This is an optimization exercise on Yosys and OpenROAD, whose aim is a short achievable clock period and few clock cycles, not a production implementation. RTL that was checked went through simulation tests only; none was proved equivalent to the original. Power is estimated from default activity; no workload was simulated.

==> run a: inputs <==
## cpu_top
module cpu_top (
    input  logic        clk,
    input  logic        rst_n,
    input  logic        mode,
    input  logic [3:0]  REG_addr_dbg,
    input  logic        reg_sel_dbg,
    output logic [12:0] imem_addr,
    input  logic [31:0] imem_rdata,
    output logic [12:0] dmem_addr,
    output logic [31:0] dmem_wdata,
    output logic        dmem_wen,
    output logic        dmem_en,
    input  logic [31:0] dmem_rdata,
    output logic [31:0] status_reg,
    output logic [15:0] REG_dbg
);
==> flow/config.mk <==
export PLATFORM = sky130hd
export DESIGN_NAME = cpu_top
export DESIGN_NICKNAME = cpu_top
export VERILOG_FILES = /design/flow/design.v
export SDC_FILE = /design/flow/constraint.sdc
export NUM_CORES = 4
export LEC_CHECK = 0
export CAP_MARGIN = 20
export CORE_MARGIN = 2
export CORE_UTILIZATION = 40
export SLEW_MARGIN = 20
==> flow/constraint.sdc <==
create_clock -name core_clock -period 12.0 [get_ports {clk}]
set_input_delay 2.4000 -clock core_clock [delete_from_list [all_inputs] [get_ports {clk}]]
set_output_delay 2.4000 -clock core_clock [all_outputs]
set_load 0.01 [all_outputs]
standard.sh (not shown) runs the stock make flow with config.mk's settings and CLKGATE_MAP_FILE= SYNTH_SCRIPT=/design/flow/synth_recipe.tcl, a recipe that flattens the netlist after the stock synthesis.
==> flow/flow/run.sh <==
#!/bin/bash
set -euo pipefail
bash standard.sh SETUP_SLACK_MARGIN=6.5 finish > standard.log 2>&1
==> inputs of run b, as changes to run a <==
--- a/flow/design.v
+++ b/flow/design.v
@@ -30,11 +30,22 @@
                | ({32{cls[9]}} & link);
         c = (cls[0] & sum[32]) | (cls[1] & dif[32]) | (cls[6] & sl[32])
           | (cls[7] & sr[0]) | (cls[8] & sa[0]);
         v = (cls[0] & va) | (cls[1] & vs);
     end
-    assign z = (result == 32'd0);
+    logic z_add, z_sub, z_and, z_or, z_xor, z_sh;
+    logic [31:0] lmask, rmask;
+    assign z_add = &(~(a ^ b ^ {a[30:0] | b[30:0], 1'b0}));
+    assign z_sub = (a == b);
+    assign z_and = ~|(a & b);
+    assign z_or  = ~|(a | b);
+    assign z_xor = (a == b);
+    assign lmask = 32'hffffffff >> shamt;           
+    assign rmask = 32'hffffffff << shamt;           
+    assign z_sh = cls[6] ? ~|(b & lmask) : (~|(b & rmask) & ~(cls[8] & b[31]));
+    assign z = (cls[0] & z_add) | (cls[1] & z_sub) | (cls[3] & z_and) | (cls[4] & z_or)
+             | (cls[5] & z_xor) | ((cls[6] | cls[7] | cls[8]) & z_sh);
     assign nzcv = {result[31], z, c, v};
 endmodule
 module imm_signed (
     input  logic [15:0] imm_val,
     input  logic        upbound,
@@ -94,13 +105,11 @@
     input  logic [3:0]  wa_e,
     input  logic [31:0] wd_e,
     input  logic        we_w,
     input  logic [3:0]  wa_w,
     input  logic [31:0] wd_w,
-    input  logic [3:0]  dbg_addr,
-    input  logic        dbg_sel,
-    output logic [15:0] dbg_data
+    output logic [511:0] regs
 );
     logic [511:0] R;
     assign R[31:0] = 32'd0;
     genvar i;
     generate
@@ -113,11 +122,73 @@
             assign R[i*32 +: 32] = q;
         end
     endgenerate
     assign rs_data = R[rs_addr*32 +: 32];
     assign rt_data = R[rt_addr*32 +: 32];
-    assign dbg_data = R[{dbg_addr, dbg_sel}*16 +: 16];
+    assign regs = R;
+endmodule
+module dbg_mux (
+    input  logic [511:0] regs,
+    input  logic [3:0]   addr,
+    input  logic         sel,
+    output logic [15:0]  data
+);
+    logic [4:0] a, an;
+    assign a = {addr, sel};
+    genvar i, j, k;
+    generate
+        for (i = 0; i < 5; i = i + 1) begin : g_inv
+            g_inv u (.a(a[i]), .y(an[i]));
+        end
+        logic [3:0] pa_n;
+        logic [7:0] pb_n;
+        for (k = 0; k < 4; k = k + 1) begin : g_pa
+            g_nand2 u (.a(k[0] ? a[1] : an[1]), .b(k[1] ? a[2] : an[2]), .y(pa_n[k]));
+        end
+        for (k = 0; k < 8; k = k + 1) begin : g_pb
+            g_nand3 u (.a(k[0] ? a[0] : an[0]), .b(k[1] ? a[3] : an[3]), .c(k[2] ? a[4] : an[4]), .y(pb_n[k]));
+        end
+        logic [31:0] dsel;
+        for (k = 2; k < 32; k = k + 1) begin : g_dsel
+            g_nor2 u (.a(pa_n[(k >> 1) & 3]), .b(pb_n[((k >> 3) << 1) | (k & 1)]), .y(dsel[k]));
+        end
+        assign dsel[1:0] = 2'b00;
+        for (j = 0; j < 16; j = j + 1) begin : g_bit
+            logic [14:0] p_n;    
+            logic [3:0]  q;      
+            logic [1:0]  r_n;
+            for (i = 0; i < 15; i = i + 1) begin : g_p
+                g_aoi22 u (.a(dsel[2 + 2*i]), .b(regs[(2 + 2*i)*16 + j]),
+                           .c(dsel[3 + 2*i]), .d(regs[(3 + 2*i)*16 + j]), .y(p_n[i]));
+            end
+            g_nand4 u_q0 (.a(p_n[0]), .b(p_n[1]), .c(p_n[2]), .d(p_n[3]), .y(q[0]));
+            g_nand4 u_q1 (.a(p_n[4]), .b(p_n[5]), .c(p_n[6]), .d(p_n[7]), .y(q[1]));
+            g_nand4 u_q2 (.a(p_n[8]), .b(p_n[9]), .c(p_n[10]), .d(p_n[11]), .y(q[2]));
+            g_nand3 u_q3 (.a(p_n[12]), .b(p_n[13]), .c(p_n[14]), .y(q[3]));
+            g_nor2 u_r0 (.a(q[0]), .b(q[1]), .y(r_n[0]));
+            g_nor2 u_r1 (.a(q[2]), .b(q[3]), .y(r_n[1]));
+            g_nand2 u_o (.a(r_n[0]), .b(r_n[1]), .y(data[j]));
+        end
+    endgenerate
+endmodule
+module g_inv (input logic a, output logic y);
+    assign y = ~a;
+endmodule
+module g_nand2 (input logic a, b, output logic y);
+    assign y = ~(a & b);
+endmodule
+module g_nand3 (input logic a, b, c, output logic y);
+    assign y = ~(a & b & c);
+endmodule
+module g_nand4 (input logic a, b, c, d, output logic y);
+    assign y = ~(a & b & c & d);
+endmodule
+module g_nor2 (input logic a, b, output logic y);
+    assign y = ~(a | b);
+endmodule
+module g_aoi22 (input logic a, b, c, d, output logic y);
+    assign y = ~((a & b) | (c & d));
 endmodule
 module mul_csa (
     input logic [31:0] a,
     input logic [31:0] b,
     output logic [63:0] s,
@@ -3982,10 +4053,39 @@
     always_ff @(posedge clk or negedge rst_n) begin
         if (!rst_n) flags <= 4'd0;
         else if (en) flags <= nzcv;
     end
 endmodule
+module dbg_regs (
+    input  logic        clk,
+    input  logic        rst_n,
+    input  logic        we_e,
+    input  logic [3:0]  wa_e,
+    input  logic [31:0] wd_e,
+    input  logic        we_w,
+    input  logic [3:0]  wa_w,
+    input  logic [31:0] wd_w,
+    input  logic [3:0]  dbg_addr,
+    input  logic        dbg_sel,
+    output logic [15:0] dbg_data
+);
+    logic [511:0] D;
+    assign D[31:0] = 32'd0;
+    genvar i;
+    generate
+        for (i = 1; i < 16; i = i + 1) begin : g_d
+            logic [31:0] q;
+            always_ff @(posedge clk or negedge rst_n) begin
+                if (!rst_n) q <= 32'd0;
+                else if (we_e && wa_e == i) q <= wd_e;
+                else if (we_w && wa_w == i) q <= wd_w;
+            end
+            assign D[i*32 +: 32] = q;
+        end
+    endgenerate
+    dbg_mux DBG (.regs(D), .addr(dbg_addr), .sel(dbg_sel), .data(dbg_data));
+endmodule
 module datapath_multi (
     input  logic [31:0] word,
     input  logic [31:0] sdata,
     input  logic [1:0]  off,
     input  logic [1:0]  msize,
@@ -4109,12 +4209,18 @@
     );
     logic [3:0] f_rs, f_rt;
     assign f_rs = ins[24:21];
     assign f_rt = ins[19:16];
     logic [31:0] f_imm, f_pc4, f_next;
-    logic f_taken;
-    assign f_taken = (f_bne & (f_rs != f_rt)) | (f_beq & (f_rs == f_rt));
+    logic f_taken, f_zpred, f_zval, e_zadd, e_zsub;
+    assign e_zadd = &(~(e_a ^ e_op2 ^ {e_a[30:0] | e_op2[30:0], 1'b0}));
+    assign e_zsub = (e_a == e_op2);
+    assign f_zpred = e_valid & e_wr_e & (e_cls[0] | e_cls[1])
+                   & (((f_rs == e_wd) & (f_rt == 4'd0)) | ((f_rt == e_wd) & (f_rs == 4'd0)));
+    assign f_zval = e_cls[0] ? e_zadd : e_zsub;
+    assign f_taken = f_zpred ? ((f_bne & ~f_zval) | (f_beq & f_zval))
+                             : ((f_bne & (f_rs != f_rt)) | (f_beq & (f_rs == f_rt)));
     imm_signed IMM (.imm_val(ins[15:0]), .upbound(f_lui), .b_val(f_imm));
     program_count PCN (
         .pc(pc_f), .ins(ins), .jump(f_jump), .bne(f_taken), .jr(f_jr), .ras(ras),
         .pc4(f_pc4), .next(f_next)
     );
@@ -4123,11 +4229,11 @@
     logic        e_use_imm, e_munsigned, e_pred;
     logic [3:0]  e_wd;
     logic [9:0]  e_cls;
     logic [4:0]  e_shamt;
     logic [1:0]  e_msize;
-    logic [31:0] e_a, e_b, e_op2, e_imm, e_pc4, e_jrpred;
+    logic [31:0] e_a, e_b, e_op2, e_imm, e_pc, e_pc4, e_jrpred;
     logic        w_we, w_ld, w_mul_lo, w_rmw, w_munsigned;
     logic [3:0]  w_wd;
     logic [1:0]  w_off, w_msize;
     logic [63:0] w_ms, w_mc;
     logic [31:0] w_sdata;
@@ -4138,21 +4244,25 @@
     logic [31:0] rs_val, rt_val, res_e, res_w;
     logic        we_e;
     general_reg RF (
         .clk(clk), .rs_addr(f_rs), .rt_addr(f_rt), .rs_data(rs_val), .rt_data(rt_val),
         .we_e(we_e), .wa_e(e_wd), .wd_e(res_e),
+        .we_w(w_we), .wa_w(w_wd), .wd_w(res_w), .regs()
+    );
+    dbg_regs DRF (
+        .clk(clk), .rst_n(rst_n),
+        .we_e(we_e), .wa_e(e_wd), .wd_e(res_e),
         .we_w(w_we), .wa_w(w_wd), .wd_w(res_w),
         .dbg_addr(REG_addr_dbg), .dbg_sel(reg_sel_dbg), .dbg_data(REG_dbg)
     );
     logic stall, redirect;
     logic [31:0] redir_pc;
     logic e_mv, w2_busy;
     assign e_mv = e_valid & (e_ld | e_sw | e_rmw);
     assign w2_busy = (w2_valid & e_mv) | w_rmw;      
     assign stall = (e_valid & e_wr_w & ((f_uses_rs & (f_rs == e_wd)) | (f_uses_rt & (f_rt == e_wd))))
-                 | (f_mem & e_valid & e_rmw & w2_busy)
-                 | (f_sw & ((e_valid & e_rmw) | w2_busy));
+                 | (f_mem & e_valid & e_rmw & w2_busy);
     always_ff @(posedge clk or negedge rst_n) begin
         if (!rst_n) begin
             pc_f <= 32'd0;
             e_valid <= 1'b0;
         end else begin
@@ -4167,11 +4277,11 @@
         e_beq <= f_beq; e_bne <= f_bne; e_pred <= f_taken; e_ld <= f_ld; e_sw <= f_sw; e_rmw <= f_rmw;
         e_mul <= f_mul; e_mul_lo <= f_mul_lo; e_use_imm <= f_use_imm;
         e_munsigned <= f_munsigned; e_msize <= f_msize;
         e_wd <= f_wd; e_cls <= f_cls; e_shamt <= ins[10:6];
         e_a <= f_a; e_b <= f_b; e_op2 <= f_use_imm ? f_imm : f_b;
-        e_imm <= f_imm; e_pc4 <= f_pc4; e_jrpred <= ras;
+        e_imm <= f_imm; e_pc <= pc_f; e_pc4 <= f_pc4; e_jrpred <= ras;
     end
     logic [31:0] f_a, f_b;
     logic fa_e, fb_e, fa_w, fb_w;
     assign fa_e = e_valid & e_wr_e & (f_rs == e_wd);
     assign fb_e = e_valid & e_wr_e & (f_rt == e_wd);
@@ -4193,30 +4303,39 @@
     status_flag SF (.clk(clk), .rst_n(rst_n), .en(e_valid & e_flags), .nzcv(nzcv), .flags(flags));
     assign status_reg = {flags, 27'b0, mode};
     logic br_mis, jr_mis;
     assign br_mis = e_valid & (e_beq | e_bne) & ((e_beq ~^ (opA == opB)) ^ e_pred);
     assign jr_mis = e_valid & e_jr & (opA != e_jrpred);
-    assign redirect = br_mis | jr_mis;
-    assign redir_pc = e_jr ? opA : (e_pred ? e_pc4 : {14'b0, e_imm[15:0], 2'b00});
+    assign redirect = br_mis | jr_mis | replay;
+    assign redir_pc = e_sw ? e_pc : e_jr ? opA : (e_pred ? e_pc4 : {14'b0, e_imm[15:0], 2'b00});
     logic [12:0] e_addr;
     assign e_addr = opA[12:0] + e_imm[12:0];
-    assign dmem_en = e_mv | w2_valid;
+    logic mbox, replay, pend;
+    logic [12:2] mb_c;
+    assign pend = w_rmw | w2_valid;
+    assign mb_c = {e_a[11:2] & e_imm[11:2],
+                   (e_a[1] & e_imm[1]) | ((e_a[1] | e_imm[1]) & e_a[0] & e_imm[0])};
+    assign mbox = &(e_a[12:2] ^ e_imm[12:2] ^ mb_c);
+    assign replay = e_valid & e_sw & mbox & pend;
+    assign dmem_en = e_mv ? ~(e_sw & mbox & pend) : w2_valid;
     assign dmem_wen = e_mv ? e_sw : 1'b1;
     assign dmem_addr = e_mv ? e_addr : w2_addr;
     assign dmem_wdata = e_mv ? opB : w2_data;
+    logic sw_now;
+    assign sw_now = e_valid & e_sw & ~(mbox & pend);
     logic [63:0] m_s, m_c;
     mul_csa MUL (.a(opA), .b(opB), .s(m_s), .c(m_c));
     always_ff @(posedge clk or negedge rst_n) begin
         if (!rst_n) begin
             w_we <= 1'b0;
             w_rmw <= 1'b0;
             w2_valid <= 1'b0;
         end else begin
             w_we <= e_valid & e_wr_w;
             w_rmw <= e_valid & e_rmw;
-            if (w_rmw) w2_valid <= 1'b1;
-            else if (!e_mv) w2_valid <= 1'b0;
+            if (w_rmw) w2_valid <= ~(sw_now & (e_addr[12:2] == w_addr[12:2]));
+            else if (!e_mv || (sw_now && e_addr[12:2] == w2_addr[12:2])) w2_valid <= 1'b0;
         end
     end
     always_ff @(posedge clk) begin
         w_ld <= e_ld; w_mul_lo <= e_mul_lo; w_munsigned <= e_munsigned; w_msize <= e_msize;
         w_wd <= e_wd; w_off <= e_addr[1:0]; w_addr <= e_addr; w_sdata <= opB;
==> flow/flow/run.sh (replaced) <==
#!/bin/bash
set -euo pipefail
bash standard.sh synth > synth.log 2>&1
DU="$(awk '/export DONT_USE_CELLS \+=/{f=1; next} f{print; if ($0 !~ /\\$/) f=0}' \
      "$FLOW_HOME/platforms/sky130hd/config.mk" | tr -d '\\' | tr -s ' \n' ' ')"
DU="$DU sky130_fd_sc_hd__clkinvlp_2 sky130_fd_sc_hd__clkinvlp_4"
bash standard.sh SETUP_SLACK_MARGIN=7.5 "DONT_USE_CELLS=$DU" finish > standard.log 2>&1
Settings changed: SYNTH_HIERARCHICAL set to 1.
==> inputs of run c, as changes to run a <==
--- a/flow/design.v
+++ b/flow/design.v
@@ -4109,20 +4109,18 @@
     );
     logic [3:0] f_rs, f_rt;
     assign f_rs = ins[24:21];
     assign f_rt = ins[19:16];
     logic [31:0] f_imm, f_pc4, f_next;
-    logic f_taken;
-    assign f_taken = (f_bne & (f_rs != f_rt)) | (f_beq & (f_rs == f_rt));
     imm_signed IMM (.imm_val(ins[15:0]), .upbound(f_lui), .b_val(f_imm));
     program_count PCN (
-        .pc(pc_f), .ins(ins), .jump(f_jump), .bne(f_taken), .jr(f_jr), .ras(ras),
+        .pc(pc_f), .ins(ins), .jump(f_jump), .bne(f_bne), .jr(f_jr), .ras(ras),
         .pc4(f_pc4), .next(f_next)
     );
     logic        e_valid;
     logic        e_wr_e, e_wr_w, e_flags, e_jr, e_beq, e_bne, e_ld, e_sw, e_rmw, e_mul, e_mul_lo;
-    logic        e_use_imm, e_munsigned, e_pred;
+    logic        e_use_imm, e_munsigned;
     logic [3:0]  e_wd;
     logic [9:0]  e_cls;
     logic [4:0]  e_shamt;
     logic [1:0]  e_msize;
     logic [31:0] e_a, e_b, e_op2, e_imm, e_pc4, e_jrpred;
@@ -4143,16 +4141,13 @@
         .we_w(w_we), .wa_w(w_wd), .wd_w(res_w),
         .dbg_addr(REG_addr_dbg), .dbg_sel(reg_sel_dbg), .dbg_data(REG_dbg)
     );
     logic stall, redirect;
     logic [31:0] redir_pc;
-    logic e_mv, w2_busy;
-    assign e_mv = e_valid & (e_ld | e_sw | e_rmw);
-    assign w2_busy = (w2_valid & e_mv) | w_rmw;      
     assign stall = (e_valid & e_wr_w & ((f_uses_rs & (f_rs == e_wd)) | (f_uses_rt & (f_rt == e_wd))))
-                 | (f_mem & e_valid & e_rmw & w2_busy)
-                 | (f_sw & ((e_valid & e_rmw) | w2_busy));
+                 | (f_mem & w_rmw)
+                 | (f_sw & e_valid & e_rmw);
     always_ff @(posedge clk or negedge rst_n) begin
         if (!rst_n) begin
             pc_f <= 32'd0;
             e_valid <= 1'b0;
         end else begin
@@ -4162,11 +4157,11 @@
         end
     end
     always_ff @(posedge clk) begin
         if (~redirect & ~stall & f_jal) ras <= f_pc4;
         e_wr_e <= f_wr_e; e_wr_w <= f_wr_w; e_flags <= f_flags; e_jr <= f_jr;
-        e_beq <= f_beq; e_bne <= f_bne; e_pred <= f_taken; e_ld <= f_ld; e_sw <= f_sw; e_rmw <= f_rmw;
+        e_beq <= f_beq; e_bne <= f_bne; e_ld <= f_ld; e_sw <= f_sw; e_rmw <= f_rmw;
         e_mul <= f_mul; e_mul_lo <= f_mul_lo; e_use_imm <= f_use_imm;
         e_munsigned <= f_munsigned; e_msize <= f_msize;
         e_wd <= f_wd; e_cls <= f_cls; e_shamt <= ins[10:6];
         e_a <= f_a; e_b <= f_b; e_op2 <= f_use_imm ? f_imm : f_b;
         e_imm <= f_imm; e_pc4 <= f_pc4; e_jrpred <= ras;
@@ -4191,32 +4186,31 @@
     assign we_e = e_valid & e_wr_e;
     logic [3:0] flags;
     status_flag SF (.clk(clk), .rst_n(rst_n), .en(e_valid & e_flags), .nzcv(nzcv), .flags(flags));
     assign status_reg = {flags, 27'b0, mode};
     logic br_mis, jr_mis;
-    assign br_mis = e_valid & (e_beq | e_bne) & ((e_beq ~^ (opA == opB)) ^ e_pred);
+    assign br_mis = e_valid & ((e_beq & (opA == opB)) | (e_bne & (opA == opB)));
     assign jr_mis = e_valid & e_jr & (opA != e_jrpred);
     assign redirect = br_mis | jr_mis;
-    assign redir_pc = e_jr ? opA : (e_pred ? e_pc4 : {14'b0, e_imm[15:0], 2'b00});
+    assign redir_pc = e_jr ? opA : (e_bne ? e_pc4 : {14'b0, e_imm[15:0], 2'b00});
     logic [12:0] e_addr;
     assign e_addr = opA[12:0] + e_imm[12:0];
-    assign dmem_en = e_mv | w2_valid;
-    assign dmem_wen = e_mv ? e_sw : 1'b1;
-    assign dmem_addr = e_mv ? e_addr : w2_addr;
-    assign dmem_wdata = e_mv ? opB : w2_data;
+    assign dmem_en = w2_valid | (e_valid & (e_ld | e_sw | e_rmw));
+    assign dmem_wen = w2_valid | (e_valid & e_sw);
+    assign dmem_addr = w2_valid ? w2_addr : e_addr;
+    assign dmem_wdata = w2_valid ? w2_data : opB;
     logic [63:0] m_s, m_c;
     mul_csa MUL (.a(opA), .b(opB), .s(m_s), .c(m_c));
     always_ff @(posedge clk or negedge rst_n) begin
         if (!rst_n) begin
             w_we <= 1'b0;
             w_rmw <= 1'b0;
             w2_valid <= 1'b0;
         end else begin
             w_we <= e_valid & e_wr_w;
             w_rmw <= e_valid & e_rmw;
-            if (w_rmw) w2_valid <= 1'b1;
-            else if (!e_mv) w2_valid <= 1'b0;
+            w2_valid <= w_rmw;
         end
     end
     always_ff @(posedge clk) begin
         w_ld <= e_ld; w_mul_lo <= e_mul_lo; w_munsigned <= e_munsigned; w_msize <= e_msize;
         w_wd <= e_wd; w_off <= e_addr[1:0]; w_addr <= e_addr; w_sdata <= opB;
@@ -4229,11 +4223,9 @@
     instr_reg LDX (.word(mword), .off(w_off), .msize(w_msize), .munsigned(w_munsigned), .data(ld_data));
     assign prod = w_ms + w_mc;
     assign res_w = w_ld ? ld_data : (w_mul_lo ? prod[31:0] : prod[63:32]);
     datapath_multi MRG (.word(mword), .sdata(w_sdata), .off(w_off), .msize(w_msize), .merged(merged));
     always_ff @(posedge clk) begin
-        if (w_rmw) begin
-            w2_addr <= w_addr;
-            w2_data <= merged;
-        end
+        w2_addr <= w_addr;
+        w2_data <= merged;
     end
 endmodule
==> flow/run.sh (new file) <==
#!/bin/bash
# synth_recipe.tcl (not shown) runs the flow's synth.tcl, then flattens the netlist and writes it again
# the make line also repeats each setting of config.mk as NAME=value (left out here)
make -C /OpenROAD-flow-scripts/flow DESIGN_CONFIG=/design/flow/config.mk WORK_HOME=/design/flow/orfs CLKGATE_MAP_FILE= SYNTH_SCRIPT=/design/flow/synth_recipe.tcl finish
Settings changed: SETUP_SLACK_MARGIN set to 5.
removed: flow/flow/run.sh
removed: flow/standard.sh
==> results_tabular.tex <==
\begin{tabular}{lr}
\hline
Metric & Value \\
\hline
\multicolumn{2}{l}{\textbf{Global route}} \\
\quad Gr usage total & 0.356 \\
\multicolumn{2}{l}{\textbf{Status}} \\
\quad Status & timing/DRC/antenna clean \\
\multicolumn{2}{l}{\textbf{Synth}} \\
\quad Leading area contributor after synthesis & fa\_1 \\
\quad Adder-cell area share of the yosys netlist & 0.226 \\
\quad Cell with the most instances after synthesis & inv\_1 \\
\multicolumn{2}{l}{\textbf{Power}} \\
\quad Switching part of the total power & 0.502 \\
\multicolumn{2}{l}{\textbf{Timing}} \\
\quad Final min period & approximately 6.5 ns \\
\multicolumn{2}{l}{\textbf{Layout}} \\
\quad Final-layout clock buffer total & 153 \\
\quad Number of antenna cells inserted & 24 \\
\hline
\end{tabular}
The numbers above come from run a.

==> results_tabular.tex <==
\begin{tabular}{lr}
\hline
Metric & Value \\
\hline
\multicolumn{2}{l}{\textbf{Hold path}} \\
\quad Worst Hold Endpoint & w\_msize[0] \\
\quad Startpoint of the lowest-slack hold path & e\_msize[0] \\
\multicolumn{2}{l}{\textbf{Layout}} \\
\quad Final \#Nets & 14.0k \\
\quad Final-layout clock buffer total & 243 \\
\quad Count of inverters not on the clock network in the layout & 1170 \\
\multicolumn{2}{l}{\textbf{Global route}} \\
\quad Gr usage total & 0.383 \\
\quad GRT met2 Usage & 0.563 \\
\multicolumn{2}{l}{\textbf{Setup path}} \\
\quad R2R setup slack & 6.42 ns \\
\quad Path length in cells of the critical path & 11 \\
\multicolumn{2}{l}{\textbf{Status}} \\
\quad Status & timing/DRC/antenna clean \\
\multicolumn{2}{l}{\textbf{Clock tree}} \\
\quad Total setup buffers inserted after CTS & 307 \\
\quad Clock tree from TritonCTS & yes \\
\multicolumn{2}{l}{\textbf{Power}} \\
\quad Switching part of the total power & 0.486 \\
\hline
\end{tabular}
The numbers above come from run b.

==> results_tabular.tex <==
\begin{tabular}{lr}
\hline
Metric & Value \\
\hline
\multicolumn{2}{l}{\textbf{Place}} \\
\quad Global placement routability congestion & 1.02 \\
\multicolumn{2}{l}{\textbf{Layout}} \\
\quad Final-layout clock buffer total & 141 \\
\quad Register Area & 0.0248 sq mm \\
\quad Number of antenna cells inserted & 43 \\
\quad Cell class with the largest area share & multi-input gates \\
\multicolumn{2}{l}{\textbf{Clock tree}} \\
\quad Clk\_lat worst skew & 0.87 ns \\
\multicolumn{2}{l}{\textbf{Routing}} \\
\quad Number of routed nets with antenna violations & 0 \\
\multicolumn{2}{l}{\textbf{Global route}} \\
\quad Gr usage total & 0.352 \\
\multicolumn{2}{l}{\textbf{Synth}} \\
\quad Cell with the most instances after synthesis & inv\_1 \\
\quad Leading area contributor after synthesis & fa\_1 \\
\quad Adder-cell area share of the yosys netlist & 0.228 \\
\multicolumn{2}{l}{\textbf{Hold path}} \\
\quad Worst hold path type & reg2reg \\
\multicolumn{2}{l}{\textbf{Timing}} \\
\quad Final min period & 6.99 ns \\
\multicolumn{2}{l}{\textbf{Status}} \\
\quad Status & timing/DRC/antenna clean \\
\multicolumn{2}{l}{\textbf{Floorplan}} \\
\quad Die Area & 0.235 sq mm \\
\hline
\end{tabular}
The numbers above come from run c.

Testbench counts of run b, summed over its fixed seeds: cycles 42,690.
Function not checked in run a and run c: the RTL went through the layout flow alone.

## port drivers added, routing unchanged
In the flow no input, the clock included, has a driving cell. The finished layouts below were timed again as built, in two steps. Step 1: set_driving_cell puts a clkbuf_16 on clk and a buf_2 on each other input, an assumption about the parent block. Step 2 also shifts input and output timing later by t, the mid clock arrival at the registers, as if the neighbouring blocks saw the same clock. Slacks: ideal ports / drivers / drivers and shift; pairs: ideal ports / drivers.
| run | shift t [ns] | slack for setup (ns) | clock arrival spread, ns | worst slew at a driven data input, ns | cell pins on the clock port's net |
|---|---|---|---|---|---|
| run a | 0.863 | 5.508 / 5.174 / 5.174 | 0.084 / 0.085 | 0.37 | 1 |
| run b | 0.998 | 5.693 / 5.627 / 5.627 | 0.119 / 0.119 | 0.31 | 1 |
| run c | 0.903 | 5.011 / 4.759 / 4.759 | 0.123 / 0.123 | 0.29 | 1 |
After both steps setup and hold are still met in every run listed. The setup slack of run a, which loses most, moves by -0.334 ns with the drivers and by -0.334 ns with both steps.
